This is an optimization exercise on Yosys and OpenROAD, whose aim is small area and a short achievable clock period, not a production implementation.
The RTL was checked by simulation tests, not by an equivalence proof against the original design.
The clock port is modelled as an ideal driver; clocking choices that lean on that would not hold on a real chip.

v45:
==> flow/design.v (excerpt) <==
module c6288 (clk, reset, N1_wire, N18_wire, N35_wire, N52_wire, N69_wire, N86_wire, N103_wire, N120_wire, N137_wire, N154_wire, N171_wire, N188_wire, N205_wire, N222_wire, N239_wire, N256_wire, N273_wire, N290_wire, N307_wire, N324_wire, N341_wire, N358_wire, N375_wire, N392_wire, N409_wire, N426_wire, N443_wire, N460_wire, N477_wire, N494_wire, N511_wire, N528_wire,
  N545, N1581, N1901, N2223, N2548, N2877, N3211, N3552, N3895, N4241, N4591, N4946, N5308, N5672, N5971, N6123, N6150, N6160, N6170, N6180, N6190, N6200, N6210, N6220, N6230, N6240, N6250, N6260, N6270, N6280, N6288, N6287);
  input wire clk, reset;
  input wire N1_wire, N18_wire, N35_wire, N52_wire, N69_wire, N86_wire, N103_wire, N120_wire, N137_wire, N154_wire, N171_wire, N188_wire, N205_wire, N222_wire, N239_wire, N256_wire, N273_wire, N290_wire, N307_wire, N324_wire, N341_wire, N358_wire, N375_wire, N392_wire, N409_wire, N426_wire, N443_wire, N460_wire, N477_wire, N494_wire, N511_wire, N528_wire;
  output wire N545, N1581, N1901, N2223, N2548, N2877, N3211, N3552, N3895, N4241, N4591, N4946, N5308, N5672, N5971, N6123, N6150, N6160, N6170, N6180, N6190, N6200, N6210, N6220, N6230, N6240, N6250, N6260, N6270, N6280, N6288, N6287;
  reg [15:0] ra;
  reg [31:0] rp;
  wire [31:0] p;
  always @(posedge clk or posedge reset)
    if (reset) ra <= 16'd0;
  ...
==> flow/config.mk <==
export PLATFORM = sky130hd
export DESIGN_NAME = c6288
export DESIGN_NICKNAME = c6288
export VERILOG_FILES = /design/flow/design.v
export SDC_FILE = /design/flow/constraint.sdc
export NUM_CORES = 4
export LEC_CHECK = 0
export CAP_MARGIN = 20
export CORE_MARGIN = 2
export CORE_UTILIZATION = 40
export CTS_BUF_LIST = sky130_fd_sc_hd__clkbuf_4 sky130_fd_sc_hd__clkbuf_8
export SLEW_MARGIN = 20
export SYNTH_HIERARCHICAL = 1
==> flow/constraint.sdc <==
create_clock -name core_clock -period 14.0 [get_ports {clk}]
set_input_delay 2.8000 -clock core_clock [delete_from_list [all_inputs] [get_ports {clk}]]
set_output_delay 2.8000 -clock core_clock [all_outputs]
set_load 0.01 [all_outputs]
standard.sh (not shown) runs the stock make flow with config.mk's settings and CLKGATE_MAP_FILE= SYNTH_SCRIPT=/design/flow/synth_recipe.tcl, a recipe that flattens the netlist after the stock synthesis.
==> flow/flow/run.sh <==
#!/bin/bash
# Own layout flow, built on the standard flow (standard.sh):
#  1. the standard synthesis;
#  2. every combinational cell set to the smallest size of its footprint
#     (flow/downsize.py); the resizer upsizes where timing needs it;
#  3. the standard flow up to CTS, with extra ORFS make variables from
#     flow/extra.txt (a setup margin, so that repair_timing works towards a
#     short period rather than only the 14 ns clock; port buffers of buf_1);
#  5. the rest of the standard flow (global route, repair, detailed route).
# Each step's full output goes to a log file of its own in the work folder.
set -euo pipefail
mapfile -t EXTRA < <(grep -v '^#' flow/extra.txt | grep .)
RES=orfs/results/$FLOW_PLATFORM/c6288/base
PLAT=$FLOW_HOME/platforms/$FLOW_PLATFORM
bash standard.sh synth > synth.log 2>&1
python3 flow/downsize.py $PLAT/lib/sky130_fd_sc_hd__tt_025C_1v80.lib $RES/1_2_yosys.v > downsize.log 2>&1
rm -f $RES/1_synth.odb $RES/1_synth.sdc
bash standard.sh cts "${EXTRA[@]}" > place_cts.log 2>&1
RES=$RES SKEW_CELLS="$(cat flow/skew_cells.txt)" LAUNCH_GROUPS=$(cat flow/launch_groups.txt) LAUNCH_CELL=sky130_fd_sc_hd__clkbuf_16 LIB=$PLAT/lib/sky130_fd_sc_hd__tt_025C_1v80.lib PLATFORM_DIR=$PLAT \
  openroad -no_init -exit flow/skew.tcl > skew.log 2>&1
bash standard.sh finish "${EXTRA[@]}" > route.log 2>&1
==> flow/flow/extra.txt <==
SETUP_SLACK_MARGIN=9.7
BUFFER_PORTS_ARGS=-buffer_cell sky130_fd_sc_hd__buf_1
TNS_END_PERCENT=0
==> flow/flow/launch_groups.txt <==
2
==> flow/flow/skew.tcl <==
set res $::env(RES)
set cells $::env(SKEW_CELLS)
read_db $res/4_cts.odb
read_liberty $::env(LIB)
read_sdc $res/4_cts.sdc
source $::env(PLATFORM_DIR)/setRC.tcl
set_propagated_clock [all_clocks]
estimate_parasitics -placement
report_clock_skew
set block [ord::get_db_block]
set ng $::env(LAUNCH_GROUPS)
if {$ng > 0} {
  set lst {}
  foreach inst [get_cells {ra* one* two* neg*}] {
    set p [get_pins [get_full_name $inst]/CLK]
    set loc [[sta::sta_to_db_inst $inst] getLocation]
    lappend lst [list [lindex $loc 0] [lindex $loc 1] $p]
  }
  set lst [lsort -integer -index 0 $lst]
  set per [expr {([llength $lst] + $ng - 1) / $ng}]
  for {set g 0} {$g < $ng} {incr g} {
    set sub [lrange $lst [expr {$g*$per}] [expr {$g*$per + $per - 1}]]
    set sx 0; set sy 0; set gp {}
    foreach e $sub { incr sx [lindex $e 0]; incr sy [lindex $e 1]; lappend gp [lindex $e 2] }
    set n [llength $sub]
    insert_buffer -buffer_cell $::env(LAUNCH_CELL) -net clk -load_pins $gp \
      -location [list [expr {$sx/$n/1000.0}] [expr {$sy/$n/1000.0}]] \
      -buffer_name launch_clkbuf_$g -net_name launch_clk_$g -load_pins_on_diff_nets
    puts "launch group $g: $n clock pins"
  }
}
# group rp CLK pins by their clock net
set groups [dict create]
foreach inst [get_cells rp*] {
  set pin [get_pins [get_full_name $inst]/CLK]
  set net [get_full_name [get_nets -of_objects $pin]]
  dict lappend groups $net $pin
}
set block [ord::get_db_block]
set gi 0
foreach net [dict keys $groups] {
  incr gi
  set pins [dict get $groups $net]
  # centroid of the loads
  set sx 0; set sy 0; set n 0
  foreach p $pins {
    set i [sta::sta_to_db_inst [get_cells -of_objects $p]]
    set loc [$i getLocation]
    incr sx [lindex $loc 0]; incr sy [lindex $loc 1]; incr n
  }
  set x [expr {$sx / $n / 1000.0}]; set y [expr {$sy / $n / 1000.0}]
  set curnet $net
  set d 0
  foreach cell $cells {
    incr d
    set bn "rpdly_${gi}_$d"
    insert_buffer -buffer_cell $cell -net $curnet -load_pins $pins -location [list $x $y] -buffer_name $bn -net_name "${bn}_net"
    set curnet [get_full_name [get_nets -of_objects [lindex $pins 0]]]
  }
  puts "net $net: [llength $pins] rp clock pins behind $cells"
}
# remove clock buffers left without loads
set changed 1
while {$changed} {
  set changed 0
  foreach inst [$block getInsts] {
    if {![string match "*clkbuf*" [[$inst getMaster] getName]]} continue
    set out [$inst findITerm X]
    if {$out eq "NULL"} continue
    set net [$out getNet]
    if {$net eq "NULL" || [llength [$net getITerms]] <= 1} {
      puts "remove [$inst getName]"
      odb::dbInst_destroy $inst
      if {$net ne "NULL"} { odb::dbNet_destroy $net }
      set changed 1
      break
    }
  }
}
set_placement_padding -global -left 0 -right 0
detailed_placement
check_placement
estimate_parasitics -placement
report_clock_skew
report_checks -path_delay max -digits 3 -format full_clock_expanded -to [all_outputs]
report_checks -path_delay max -digits 3 -format full_clock_expanded -to [get_pins rp*/D]
report_check_types -max_slew -violators
report_clock_latency
foreach p [get_pins -hierarchical */CLK] { if {[get_property $p slew_max] > 0.11} { puts "slow clock pin [get_full_name $p] [get_property $p slew_max]" } }
write_db $res/4_cts.odb
==> flow/flow/skew_cells.txt <==
sky130_fd_sc_hd__clkbuf_1 sky130_fd_sc_hd__clkbuf_4
Other scripts of this flow, unchanged in this note and not shown: flow/flow/downsize.py
Every stage of the flow completed for v45, and the final layout passed the timing, DRC and antenna checks.
#### Input delta (v48 over v45)
==> flow/flow/extra.txt <==
SETUP_SLACK_MARGIN=10.0
BUFFER_PORTS_ARGS=-buffer_cell sky130_fd_sc_hd__buf_1
The post-placement worst setup slack in v48 was higher than what v45 gave.
The lower aggregate global-route resource usage of v48 and v45 is in v45.
On maximum frequency from static timing analysis, v48 and v45 are basically level.
## Diff of input files: v49 against v48
--- a/flow/flow/run.sh
+++ b/flow/flow/run.sh
@@ -19 +19 @@
-RES=$RES SKEW_CELLS="$(cat flow/skew_cells.txt)" LAUNCH_GROUPS=$(cat flow/launch_groups.txt) LAUNCH_CELL=sky130_fd_sc_hd__clkbuf_16 LIB=$PLAT/lib/sky130_fd_sc_hd__tt_025C_1v80.lib PLATFORM_DIR=$PLAT \
+RES=$RES SKEW_CELLS="$(cat flow/skew_cells.txt)" LIB=$PLAT/lib/sky130_fd_sc_hd__tt_025C_1v80.lib PLATFORM_DIR=$PLAT \
--- a/flow/flow/extra.txt
+++ b/flow/flow/extra.txt
@@ -1 +1 @@
-SETUP_SLACK_MARGIN=10.0
+SETUP_SLACK_MARGIN=10.1
==> flow/flow/skew.tcl <==
set res $::env(RES)
set cells $::env(SKEW_CELLS)
read_db $res/4_cts.odb
read_liberty $::env(LIB)
read_sdc $res/4_cts.sdc
source $::env(PLATFORM_DIR)/setRC.tcl
set_propagated_clock [all_clocks]
estimate_parasitics -placement
report_clock_skew
# group rp CLK pins by their clock net
set groups [dict create]
foreach inst [get_cells rp*] {
  set pin [get_pins [get_full_name $inst]/CLK]
  set net [get_full_name [get_nets -of_objects $pin]]
  dict lappend groups $net $pin
}
set block [ord::get_db_block]
set gi 0
foreach net [dict keys $groups] {
  incr gi
  set pins [dict get $groups $net]
  # centroid of the loads
  set sx 0; set sy 0; set n 0
  foreach p $pins {
    set i [sta::sta_to_db_inst [get_cells -of_objects $p]]
    set loc [$i getLocation]
    incr sx [lindex $loc 0]; incr sy [lindex $loc 1]; incr n
  }
  set x [expr {$sx / $n / 1000.0}]; set y [expr {$sy / $n / 1000.0}]
  set curnet $net
  set d 0
  foreach cell $cells {
    incr d
    set bn "rpdly_${gi}_$d"
    insert_buffer -buffer_cell $cell -net $curnet -load_pins $pins -location [list $x $y] -buffer_name $bn -net_name "${bn}_net"
    set curnet [get_full_name [get_nets -of_objects [lindex $pins 0]]]
  }
  puts "net $net: [llength $pins] rp clock pins behind $cells"
}
set_placement_padding -global -left 0 -right 0
detailed_placement
check_placement
estimate_parasitics -placement
report_clock_skew
report_checks -path_delay max -digits 3 -format full_clock_expanded -to [all_outputs]
report_checks -path_delay max -digits 3 -format full_clock_expanded -to [get_pins rp*/D]
report_check_types -max_slew -violators
write_db $res/4_cts.odb
==> flow/flow/skew_cells.txt <==
sky130_fd_sc_hd__clkbuf_1 sky130_fd_sc_hd__clkbuf_1 sky130_fd_sc_hd__clkbuf_4
removed: flow/flow/launch_groups.txt
==> summary.txt <==
Side by side, fraction of layout instances using a drive strength above 1 turned out higher in v49 than in v48. v49 vs v48: via count up slightly. Compared with v48, v49 instantiates a larger number of cells. Number of search-and-repair iterations in the first detailed-routing pass in v49 is 1 lower than in v48. Combined global-route utilization of all metal layers was lower in v49 than in v48. Max-cap violation count: v48 vs v49, no meaningful difference. v48 → v49: slew at the pin closest to its max-slew limit went down by 0.082 ns, routed wire length went up by 4.4%.
diff inputs: v49 => v18
--- a/flow/flow/extra.txt
+++ b/flow/flow/extra.txt
@@ -1 +1 @@
-SETUP_SLACK_MARGIN=10.1
+SETUP_SLACK_MARGIN=9.8
Findings:
In v18 relative to v49, sequential standard cell area had gone down slightly. Relative to v49, post-route minimum period has decreased by 0.0073 ns in v18. Summary of v18 over v49: number of vias after detailed routing -333; detailed route wirelength on metal3 -260 um; detailed-route wire length -2200 um; maximum frequency ~0 delta. Higher sequential share of layout area was reported by v18, not v49. The run with more setup slack is v18; v49 has less.
What v15 does differently from v18 at the input level:
--- a/flow/flow/extra.txt
+++ b/flow/flow/extra.txt
@@ -1 +1 @@
-SETUP_SLACK_MARGIN=9.8
+SETUP_SLACK_MARGIN=9.6
==> flow/flow/skew_cells.txt <==
sky130_fd_sc_hd__clkbuf_1 sky130_fd_sc_hd__clkbuf_4
Findings:
Going from v18 to v15, the half-perimeter wire length after detailed placement was found to have gone up by 0.50%.
For aggregate global-route resource usage, v15 and v18 come out practically identical.
v18 reports its slowest cell on the critical path as dfrtp_1 while v15 reports dfrtp_4.
Diff v15..v18 | clock slew seen by the registers of the worst setup and hold paths | negligible
Overall routed net length: v15 and v18 compared, higher one is v18
Comparing v18 against v15, there is no change at all in H-tree depth reported by CTS.
Looking at area growth from synthesis to layout, v15 sits 1.3 points lower than v18 does.
As far as post-detailed-placement cell area is concerned, v15 and v18 perform about the same.
Of the two values seen for launching element of the worst setup path, rp[16] was produced by v18 and ra[12] by v15.
[compare] base=v18 new=v15: final critical delay including setup and external delays higher, count of clock-net buffers in the final layout lower.
### v15 -> v36
--- a/flow/flow/run.sh
+++ b/flow/flow/run.sh
@@ -19 +19 @@
-RES=$RES SKEW_CELLS="$(cat flow/skew_cells.txt)" LIB=$PLAT/lib/sky130_fd_sc_hd__tt_025C_1v80.lib PLATFORM_DIR=$PLAT \
+RES=$RES SKEW_CELLS="$(cat flow/skew_cells.txt)" LAUNCH_GROUPS=$(cat flow/launch_groups.txt) LAUNCH_CELL=sky130_fd_sc_hd__clkbuf_16 LIB=$PLAT/lib/sky130_fd_sc_hd__tt_025C_1v80.lib PLATFORM_DIR=$PLAT \
--- a/flow/flow/extra.txt
+++ b/flow/flow/extra.txt
@@ -1 +1 @@
-SETUP_SLACK_MARGIN=9.6
+SETUP_SLACK_MARGIN=10.1
==> flow/flow/launch_groups.txt (new file) <==
2
--- a/flow/flow/skew.tcl
+++ b/flow/flow/skew.tcl
@@ -9,0 +10,22 @@
+set block [ord::get_db_block]
+set ng $::env(LAUNCH_GROUPS)
+if {$ng > 0} {
+  set lst {}
+  foreach inst [get_cells {ra* one* two* neg*}] {
+    set p [get_pins [get_full_name $inst]/CLK]
+    set loc [[sta::sta_to_db_inst $inst] getLocation]
+    lappend lst [list [lindex $loc 0] [lindex $loc 1] $p]
+  }
+  set lst [lsort -integer -index 0 $lst]
+  set per [expr {([llength $lst] + $ng - 1) / $ng}]
+  for {set g 0} {$g < $ng} {incr g} {
+    set sub [lrange $lst [expr {$g*$per}] [expr {$g*$per + $per - 1}]]
+    set sx 0; set sy 0; set gp {}
+    foreach e $sub { incr sx [lindex $e 0]; incr sy [lindex $e 1]; lappend gp [lindex $e 2] }
+    set n [llength $sub]
+    insert_buffer -buffer_cell $::env(LAUNCH_CELL) -net clk -load_pins $gp \
+      -location [list [expr {$sx/$n/1000.0}] [expr {$sy/$n/1000.0}]] \
+      -buffer_name launch_clkbuf_$g -net_name launch_clk_$g -load_pins_on_diff_nets
+    puts "launch group $g: $n clock pins"
+  }
+}
@@ -39,0 +62,18 @@
+# remove clock buffers left without loads
+set changed 1
+while {$changed} {
+  set changed 0
+  foreach inst [$block getInsts] {
+    if {![string match "*clkbuf*" [[$inst getMaster] getName]]} continue
+    set out [$inst findITerm X]
+    if {$out eq "NULL"} continue
+    set net [$out getNet]
+    if {$net eq "NULL" || [llength [$net getITerms]] <= 1} {
+      puts "remove [$inst getName]"
+      odb::dbInst_destroy $inst
+      if {$net ne "NULL"} { odb::dbNet_destroy $net }
+      set changed 1
+      break
+    }
+  }
+}
@@ -47,0 +88,2 @@
+report_clock_latency
+foreach p [get_pins -hierarchical */CLK] { if {[get_property $p slew_max] > 0.11} { puts "slow clock pin [get_full_name $p] [get_property $p slew_max]" } }
Notes after the runs:
- v36 ended with every stage complete and zero timing, DRC or antenna violations.
- Density: v36 denser than v15
- In the metrics for v15 and v36, the one carrying the higher number of gates given a new drive strength after cts is v36.
- v15 was smaller in final cell area than v36.
- Comparing critical path depth for v15 and v36, the bigger number came from v15.
- Per the comparison of v36 with v15, global-route wire length before repair went up by about 4%.
- Portion of the layout cell area used by non-clock buffers (higher): v36
- Comparing v15 and v36, number of cells traversed by the worst register-to-register path is higher on v36.

[static timing again, ports no longer ideal]
No port has a modelled driver above. Below, the same layouts with a new extraction and two added sets of constraints. Step 1 (the two cells are an assumption about what drives the block):
set clk [get_ports {clk}]
set_driving_cell -lib_cell sky130_fd_sc_hd__clkbuf_16 $clk
set_driving_cell -lib_cell sky130_fd_sc_hd__buf_2 [delete_from_list [all_inputs] $clk]
Step 2, shift: input delay + t, output delay - t, t = (earliest + latest rising clock arrival at the registers) / 2. This alone moves slack from input paths to output paths. a / b / c = no drivers / after step 1 / after step 2; a / b = the first two.
run | t, ns | setup slack, ns | clock arrival spread, ns | slew at the worst register clock pin (ns)
v45 | 0.433 | 10.107 / 10.041 / 10.108 | 0.454 / 0.454 | 0.11 / 0.11
v48 | 0.438 | 10.105 / 10.034 / 10.266 | 0.452 / 0.452 | 0.09 / 0.09
v49 | 0.579 | 10.001 / 9.957 / 10.040 | 0.347 / 0.347 | 0.10 / 0.10
v18 | 0.562 | 10.009 / 9.974 / 10.064 | 0.325 / 0.324 | 0.11 / 0.11
v15 | 0.523 | 9.818 / 9.818 / 9.818 | 0.244 / 0.244 | 0.10 / 0.10
v36 | 0.430 | 10.111 / 10.042 / 10.249 | 0.441 / 0.442 | 0.10 / 0.10
In 5 of these runs the clock reaches the registers at very different times; t lies between them, and the last value is a rough guide only.
